This is an optimization exercise on Yosys and OpenROAD, whose aim is small area, not a production implementation. The RTL was checked by simulation tests, not by an equivalence proof against the original design. No activity file was given, so power comes from the tool's default toggle rates.

===== flow/design.v =====
module camcore(
	clk,
	reset,
	rx_data,
	rx_valid,
	fifo_din,
	fifo_wr,
	go,
	stop,
	fifo_over
);
	input        clk;
	input        reset;      
	input  [7:0] rx_data;    
	input        rx_valid;   
	output [8:0] fifo_din;   
	output       fifo_wr;    
	output       go;
	output       stop;
	output       fifo_over;  
	wire [10:0] hstart, hstop;
	wire [9:0]  fporch, bporch;
	cc_rx rx(
		.clk(clk), .reset(reset), .rx_data(rx_data), .rx_valid(rx_valid),
		.hstart(hstart), .hstop(hstop), .fporch(fporch), .bporch(bporch),
		.go(go), .stop(stop), .fifo_over(fifo_over)
	);
	cc_cam cam(
		.clk(clk), .reset(reset),
		.hstart(hstart), .hstop(hstop), .fporch(fporch), .bporch(bporch),
		.go(go), .stop(stop), .fifo_din(fifo_din), .fifo_wr(fifo_wr)
	);
endmodule
module cc_rx(
	input             clk,
	input             reset,
	input      [7:0]  rx_data,
	input             rx_valid,
	output reg [10:0] hstart,
	output reg [10:0] hstop,
	output reg [9:0]  fporch,
	output reg [9:0]  bporch,
	output            go,
	output            stop,
	output            fifo_over
);
	reg        rx_valid_d;
	reg  [4:0] bcnt;         
	reg        sync1, sync2;
	reg  [3:0] scnt;         
	reg  [3:0] nfill;        
	reg  [7:0] mem [0:10];   
	wire valid_pulse = rx_valid & ~rx_valid_d;
	wire ainit       = reset | (bcnt == 5'd5);
	wire fifo_empty  = (nfill == 4'd0);
	wire in_window   = (bcnt >= 5'd14) & (bcnt <= 5'd24);
	wire wr          = in_window & rx_valid & ~ainit;
	wire rdv         = (scnt != 4'd0) & ~fifo_empty;
	wire rd          = rdv & ~ainit;
	wire [7:0] rdata = mem[nfill];   
	always @(posedge clk) begin
		rx_valid_d <= ~reset & rx_valid;
		if (reset | valid_pulse)
			bcnt <= 5'd0;
		else if (rx_valid & (bcnt != 5'd31))
			bcnt <= bcnt + 5'd1;
		sync1 <= ~reset & (bcnt == 5'd31);
		sync2 <= ~reset & sync1;
		if (reset | (scnt == 4'd12))
			scnt <= 4'd0;
		else if (~fifo_empty & sync2)
			scnt <= scnt + 4'd1;
		if (ainit)
			nfill <= 4'd0;
		else
			nfill <= nfill + {3'd0, wr} - {3'd0, rd};
	end
	integer i;
	always @(posedge clk)
		if (wr) begin
			mem[0] <= rx_data;
			for (i = 1; i < 11; i = i + 1)
				mem[i] <= mem[i-1];
		end
	assign fifo_over = 1'b0;
	reg  [3:0] encnt;        
	reg        start_sig, stop_sig;
	reg        go_r, stop_r;
	always @(posedge clk) begin
		if (reset | ~rdv)
			encnt <= 4'd0;
		else
			encnt <= encnt + 4'd1;
		if (reset) begin
			hstart    <= 11'h200;
			hstop     <= 11'h300;
			fporch    <= 10'd128;
			bporch    <= 10'd228;
			start_sig <= 1'b1;
			stop_sig  <= 1'b0;
		end else if (rdv) begin
			case (encnt)
			4'd1:  hstart[10:8] <= rdata[2:0];
			4'd2:  hstart[7:0]  <= rdata;
			4'd3:  hstop[10:8]  <= rdata[2:0];
			4'd4:  hstop[7:0]   <= rdata;
			4'd5:  fporch[9:8]  <= rdata[1:0];
			4'd6:  fporch[7:0]  <= rdata;
			4'd7:  bporch[9:8]  <= rdata[1:0];
			4'd8:  bporch[7:0]  <= rdata;
			4'd9:  start_sig    <= |rdata;
			4'd10: stop_sig     <= |rdata;
			default: ;
			endcase
		end
		go_r   <= ~reset & start_sig;
		stop_r <= ~reset & stop_sig;
	end
	assign go   = go_r;
	assign stop = stop_r;
endmodule
module cc_cam(
	input         clk,
	input         reset,
	input  [10:0] hstart,
	input  [10:0] hstop,
	input  [9:0]  fporch,
	input  [9:0]  bporch,
	input         go,
	input         stop,
	output [8:0]  fifo_din,
	output        fifo_wr
);
	reg [11:0] pix;
	reg [9:0]  line;
	reg [1:0]  hstate;       
	reg        href;
	wire pix_end = (pix == 12'd2055);
	always @(posedge clk) begin
		if (reset) begin
			pix  <= 12'd0;
			line <= 10'd0;
		end else if (pix_end) begin
			pix  <= 12'd0;
			line <= (line == 10'd649) ? 10'd0 : line + 10'd1;
		end else
			pix  <= pix + 12'd1;
		href <= ~reset & (hstate == 2'd2);
		if (reset)
			hstate <= 2'd0;
		else case (hstate)
			2'd0: if (line == fporch) hstate <= 2'd1;
			2'd1: if (line == bporch) hstate <= 2'd0;
			      else if (pix[10:0] == hstart) hstate <= 2'd2;
			2'd2: if (pix[10:0] == hstop) hstate <= 2'd1;
			default: hstate <= 2'd0;
		endcase
	end
	wire vs_rise = (line == 10'd640) & (pix == 12'd3);
	wire vs_fall = (line == 10'd643) & (pix == 12'd4);
	localparam CHILL    = 3'b001;
	localparam ADDRS    = 3'b000;
	localparam DATA     = 3'b010;
	localparam CONTROL  = 3'b011;
	localparam DUMMY    = 3'b100;
	localparam DPTYPE   = 3'b101;
	localparam CPTYPE   = 3'b110;
	localparam WAITV    = 3'b111;
	reg [2:0] state;
	reg [2:0] nstate;
	reg [4:0] acnt;
	reg [7:0] ccnt;
	reg [1:0] dcnt;
	reg       stop_d;
	wire stop_pulse = stop & ~stop_d;
	always @(*) begin
		case (state)
		CHILL:   nstate = (vs_rise & go) ? WAITV : (href & go) ? DPTYPE : CHILL;
		ADDRS:   nstate = (acnt == 5'd25) ? CHILL : ADDRS;
		DPTYPE:  nstate = (dcnt == 2'd1) ? DATA : DPTYPE;
		CPTYPE:  nstate = (dcnt == 2'd1) ? CONTROL : CPTYPE;
		DATA:    nstate = href ? DATA : DUMMY;
		CONTROL: nstate = (ccnt == 8'd201) ? DUMMY : CONTROL;
		DUMMY:   nstate = (dcnt == 2'd1) ? ADDRS : DUMMY;
		default: nstate = vs_fall ? CPTYPE : WAITV;
		endcase
	end
	always @(posedge clk) begin
		state <= reset ? ADDRS : stop_pulse ? DUMMY : nstate;
		stop_d <= stop;
		if (reset | (acnt == 5'd26))
			acnt <= 5'd0;
		else if (state == ADDRS)
			acnt <= acnt + 5'd1;
		if (reset | (ccnt == 8'd202))
			ccnt <= 8'd0;
		else if (state == CONTROL)
			ccnt <= ccnt + 8'd1;
		if (reset | (dcnt == 2'd2))
			dcnt <= 2'd0;
		else if ((state == DUMMY) | (state == CPTYPE) | (state == DPTYPE))
			dcnt <= dcnt + 2'd1;
	end
	reg [7:0] hdr;
	always @(*) begin
		case (acnt[4:1])
		4'd1, 4'd7:  hdr = 8'h0A;
		4'd2, 4'd8:  hdr = 8'h01;
		4'd3, 4'd9:  hdr = 8'h02;
		4'd4, 4'd10: hdr = 8'h03;
		4'd5, 4'd11: hdr = 8'h04;
		4'd6:        hdr = 8'h05;
		default:     hdr = 8'hCC;
		endcase
	end
	reg [7:0] status;
	always @(*) begin
		if (ccnt[5:4] != 2'b00)
			status = 8'hEE;
		else case (ccnt[3:1])
			3'd0: status = {5'd0, hstart[10:8]};
			3'd1: status = hstart[7:0];
			3'd2: status = {5'd0, hstop[10:8]};
			3'd3: status = hstop[7:0];
			3'd4: status = {6'd0, fporch[9:8]};
			3'd5: status = fporch[7:0];
			3'd6: status = {6'd0, bporch[9:8]};
			default: status = bporch[7:0];
		endcase
	end
	reg [8:0] dout;
	always @(*) begin
		case (state)
		ADDRS:   dout = {1'b1, hdr};
		DPTYPE:  dout = 9'h1FF;
		CPTYPE:  dout = 9'h100;
		DATA:    dout = {1'b1, pix[7:0]};
		CONTROL: dout = {1'b1, status};
		default: dout = 9'h000;
		endcase
	end
	assign fifo_din = dout;
	assign fifo_wr  = pix[0] & ~reset & go & (state != CHILL) & (state != WAITV) &
	                  ((state != ADDRS) | (acnt[4:1] != 4'd0));
endmodule

===== flow/run.sh =====
#!/bin/bash
# synth_recipe.tcl (not shown) runs the flow's synth.tcl, then flattens the netlist and writes it again
# the make line also repeats each setting of config.mk as NAME=value (left out here)
make -C /OpenROAD-flow-scripts/flow DESIGN_CONFIG=/design/flow/config.mk WORK_HOME=/design/flow/orfs CLKGATE_MAP_FILE= SYNTH_SCRIPT=/design/flow/synth_recipe.tcl finish

===== flow/config.mk =====
export PLATFORM = sky130hd
export DESIGN_NAME = camcore
export DESIGN_NICKNAME = camcore
export VERILOG_FILES = /design/flow/design.v
export SDC_FILE = /design/flow/constraint.sdc
export NUM_CORES = 8
export LEC_CHECK = 0
export CAP_MARGIN = 20
export CORE_MARGIN = 2
export CORE_UTILIZATION = 40
export SLEW_MARGIN = 20

===== flow/constraint.sdc =====
create_clock -name core_clock -period 10.0 [get_ports {clk}]
set_input_delay 2.0000 -clock core_clock [delete_from_list [all_inputs] [get_ports {clk}]]
set_output_delay 2.0000 -clock core_clock [all_outputs]
set_load 0.01 [all_outputs]

==> summary.txt <==
Setup path
  – Setup CP Type: input port to output pin
  – Worst Path Required: 8.00 ns
  – CP cell instances: buf_2 -> buf_4 -> a2111oi_0 -> clkdlybuf4s50_1
  – Crit path max fanout: 75
  – Top Family by Delay on Critical Path: buffers and inverters
  – Worst path bufs/invs: 3
  – Crit. End Element: output pin
  – Startpoint types: input port
  – CP max stage cell: clkdlybuf4s50_1
  – CP arrival: between 3 and 4 ns
  – Largest stage delay, worst path: between 0.6 and 0.7 ns

Finish
  – Leading cell type in the layout, fill and taps excluded: dfxtp_1
  – Final Net Count: 991
  – Most frequent cells in the layout: 115 x dfxtp_1, 105 x nor2_1, 88 x edfxtp_1
  – Final cell count without fillers: about 1300
  – Share of cells above drive strength 1: under 10%
  – Area delta synth->final: 12.6%
  – Ant. Diodes: 0

CTS
  – Post-CTS resize count: 0
  – Clock sink total: approximately 200
  – Post-CTS setup repair buffer count: 0
  – CTS tree: built
  – CTS Hold Bufs: 0
  – Clock Path Buffers: 3
  – Skew-Pair Late Insertion Delay: roughly 0.51 ns
  – H-tree depth: 1
  – CTS clk-pin slew, worst paths: roughly 0.06 ns
  – CTS buffer count: 24
  – CTS Root Cell: clkbuf_16

Logic synthesis
  – Mapped Cells: between 900 and 1000
  – Synth warn: 3
  – Prevailing post-synth register cell: dfxtp_1
  – Largest cells by area after synthesis: edfxtp_1 27%, dfxtp_1 23%, xor2_1 5.2%
  – Largest area contributor in the netlist: edfxtp_1
  – Mean Syn Cell Area: 10.5 sq um
  – Synth async-reset ratio: 0%
  – Mapped cell area: 9950 sq um
  – Syn_nets: 990
  – Seq/Total Area, Yosys: 49.7%
  – Unique cell type count in the Yosys netlist: approximately 90
  – Number of flops mapped to enable cells by yosys: 88
  – Share of the synthesized area in the top cell type: between 20% and 30%
  – FF+latch count, synth: approximately 200

Place
  – GPL Wtd Cong: 0.872
  – PortBufs: 22
  – Placed cells: between 1000 and 1500
  – Detailed placement HPWL: 15.4 mm

STA
  – Setup-failing EPs final: 0
  – Setup_tns: 0 ns
  – Minimum clock period after layout: ~5.5 ns
  – Unrepaired setup endpoints after global routing: no
  – Worst-Margin Slew: 0.918 ns
  – Slew Limit Fails: 0
  – Clock skew: roughly 0.0085 ns
  – Period Utilization, post-route: 54.8%
  – Final Hold Fails: 0
  – Max Fclk: 182 MHz
  – Rel. slew slack: roughly two fifths

Global routing
  – Global Route Usage Sum: 17.7%
  – Largest net degree at the start of global routing: 89
  – Initial antenna violation count: 0
  – Vias in the first global route: 6704
  – Total grt overflow: 0
  – Global-route wire length before repair: about 37 mm

Outcome
  – Outcome: no timing/DRC/antenna violations

Route
  – DR vias: roughly 7000
  – WL/cell: roughly 18 microns
  – DRC viols: 0
  – Antenna Nets Post-Route: 0
  – Post-Route WL: ~23 mm
  – Vias per std cell: about 5.5
  – Iteration-0 DRC Markers: 563
  – DRT Pass-1 Iters: 5

Floorplanning
  – DIE WIDTH: around 160 microns
  – Row count: 57
  – Num ports: 24
  – Initial Utilization: about two fifths
  – Area of the core: 24400 sq um
  – Area of the die: 26200 sq um
  – Die Y: between 150 and 200 microns

Power
  – Maximum vdd drop: 113 uV
  – Power Density: between 150 and 200 nW/um^2
  – Pleak: ~4.2 nW

Run
  – Maxcap violations: 0

Worst hold path
  – Hold WC Path Type: flop to flop
power breakdown:
part / switching (mW) / total (mW) / internal, mW / leakage [nW]
clock network: 0.343 / 0.903 / 0.560 / 0.421
registers: 0.00852 / 0.874 / 0.865 / 1.72
logic: 0.0250 / 0.0481 / 0.0231 / 2.02
total: 0.376 / 1.82 / 1.45 / 4.16
synth_stat cells (4+ instances only):
| library cell | number |
|---|---|
| nor3_1 | 9 |
| buf_6 | 5 |
| a211oi_1 | 9 |
| nand3b_1 | 4 |
| xor2_1 | 59 |
| and3_1 | 11 |
| a32oi_1 | 5 |
| ha_1 | 33 |
| mux2_1 | 4 |
| a21oi_1 | 45 |
| clkbuf_1 | 27 |
| or2_2 | 5 |
| xnor2_1 | 20 |
| nand4_1 | 13 |
| nand3_1 | 36 |
| nor2_1 | 105 |
| edfxtp_1 | 88 |
| o21ai_0 | 19 |
| mux4_2 | 5 |
| a21o_1 | 4 |
| nor2b_1 | 16 |
| nand2_1 | 54 |
| and4_1 | 4 |
| o22ai_1 | 5 |
| and2_1 | 7 |
| nand2b_1 | 9 |
| mux2i_1 | 33 |
| buf_1 | 4 |
| a22oi_1 | 13 |
| inv_1 | 39 |
| mux2_2 | 7 |
| a211o_1 | 8 |
| dfxtp_1 | 115 |
| buf_2 | 15 |
| a221o_1 | 4 |
| a22o_1 | 6 |
| nor4_1 | 10 |
| a31oi_1 | 5 |
flip-flops by register name (all words and copies together), names as in the netlist, 2 cells and up:
name        flops
cam.ccnt        8
rx.scnt         4
rx.bcnt         5
cam.dcnt        2
cam.hdr         5
cam.pix        12
rx.hstart      11
rx.hstop       11
rx.fporch      10
cam.hstate      2
cam.acnt        5
rx.bporch      10
rx.mem         88
rx.encnt        4
cam.state       3
cam.line       10
rx.nfill        4
final cells by class:
cell class	count	area, sq um
inverter	41	154
clock inverter	7	63.8
fill	2289	13200
sequential	203	4940
timing repair buffer	29	272
clock buffer	37	776
tap	324	405
multi-input combinational	647	4590
metal layers:
metal | up-vias | routed length (microns) | global-route usage (%) | share of wire (%)
met3 | 30 | 1080 | 2.45 | 4.7
met2 | 149 | 10000 | 27.3 | 44
met5 | - | 0 | 0 | 0
met1 | 3441 | 11300 | 26.5 | 50
li1 | 3410 | - | - | -
met4 | 0 | 405 | 4.02 | 1.8
cell families (layout without fill, tap and decap cells):
logic type,Yosys count,after routing,share of synthesized area [%]
and+or+nand+nor,310,310,16.1
DFF,203,203,49.7
AOI/OAI and AO/OA,173,173,12.8
buffers and inverters,95,114,4.26
xor gates and xnor gates,79,79,6.95
muxes,50,50,5.85
adders and majority gates,34,34,4.35
other,1,1,0.0377
final timing paths:
check	start	slack [ns]	cells after the start	endpoint
setup / recovery	reset	4.52	4	fifo_wr
hold / removal	rx.stop_r$_DFF_P_	0.41	0	cam.stop_d$_DFF_P_
setup reg to reg	rx.nfill[2]$_SDFF_PP0_	6.93	12	rx.nfill[2]$_SDFF_PP0_
hold reg to reg	rx.stop_r$_DFF_P_	0.41	0	cam.stop_d$_DFF_P_
through the flow:
| step | utilization (%) | cell area, sq um | hold slack, ns | total power, mW | worst slack, ns |
|---|---|---|---|---|---|
| after floorplan | - | 9950 | 0.403 | 0.919 | 2.11 |
| after global placement | 42.5 | 10400 | 0.400 | 0.939 | 4.50 |
| after detailed placement | 42.5 | 10400 | 0.409 | 0.939 | 4.50 |
| after CTS | 45.9 | 11200 | 0.420 | 1.84 | 4.47 |
| after global routing | 46.0 | 11200 | 0.443 | 1.89 | 4.29 |
| final | 46.0 | 11200 | 0.412 | 1.82 | 4.52 |

## what the ideal ports hide
No port has a modelled driver above. Below, the same layout with a new extraction and two added sets of constraints.
Step 1 (the two cells are an assumption about what drives the block):
set clk [get_ports {clk}]
set_driving_cell -lib_cell sky130_fd_sc_hd__clkbuf_16 $clk
set_driving_cell -lib_cell sky130_fd_sc_hd__buf_2 [delete_from_list [all_inputs] $clk]
Step 2 times the ports against the registers' clock, not the clock port: input delays grow and output delays shrink by t, the midpoint of the rising clock arrivals with the driver on.
Three values: ideal ports, drivers, drivers and shift; two values: the first two.
t, ns: 0.557
setup WS [ns]: 4.520 / 4.488 / 4.502
hold WS [ns]: 0.412 / 0.412 / 0.412
worst slew at a driven data input, ns: 0.03
cell pins on the clock port's net: 1
After both steps setup and hold are still met in this run. The setup slack of this run moves by -0.032 ns with the drivers and by -0.018 ns with both steps.
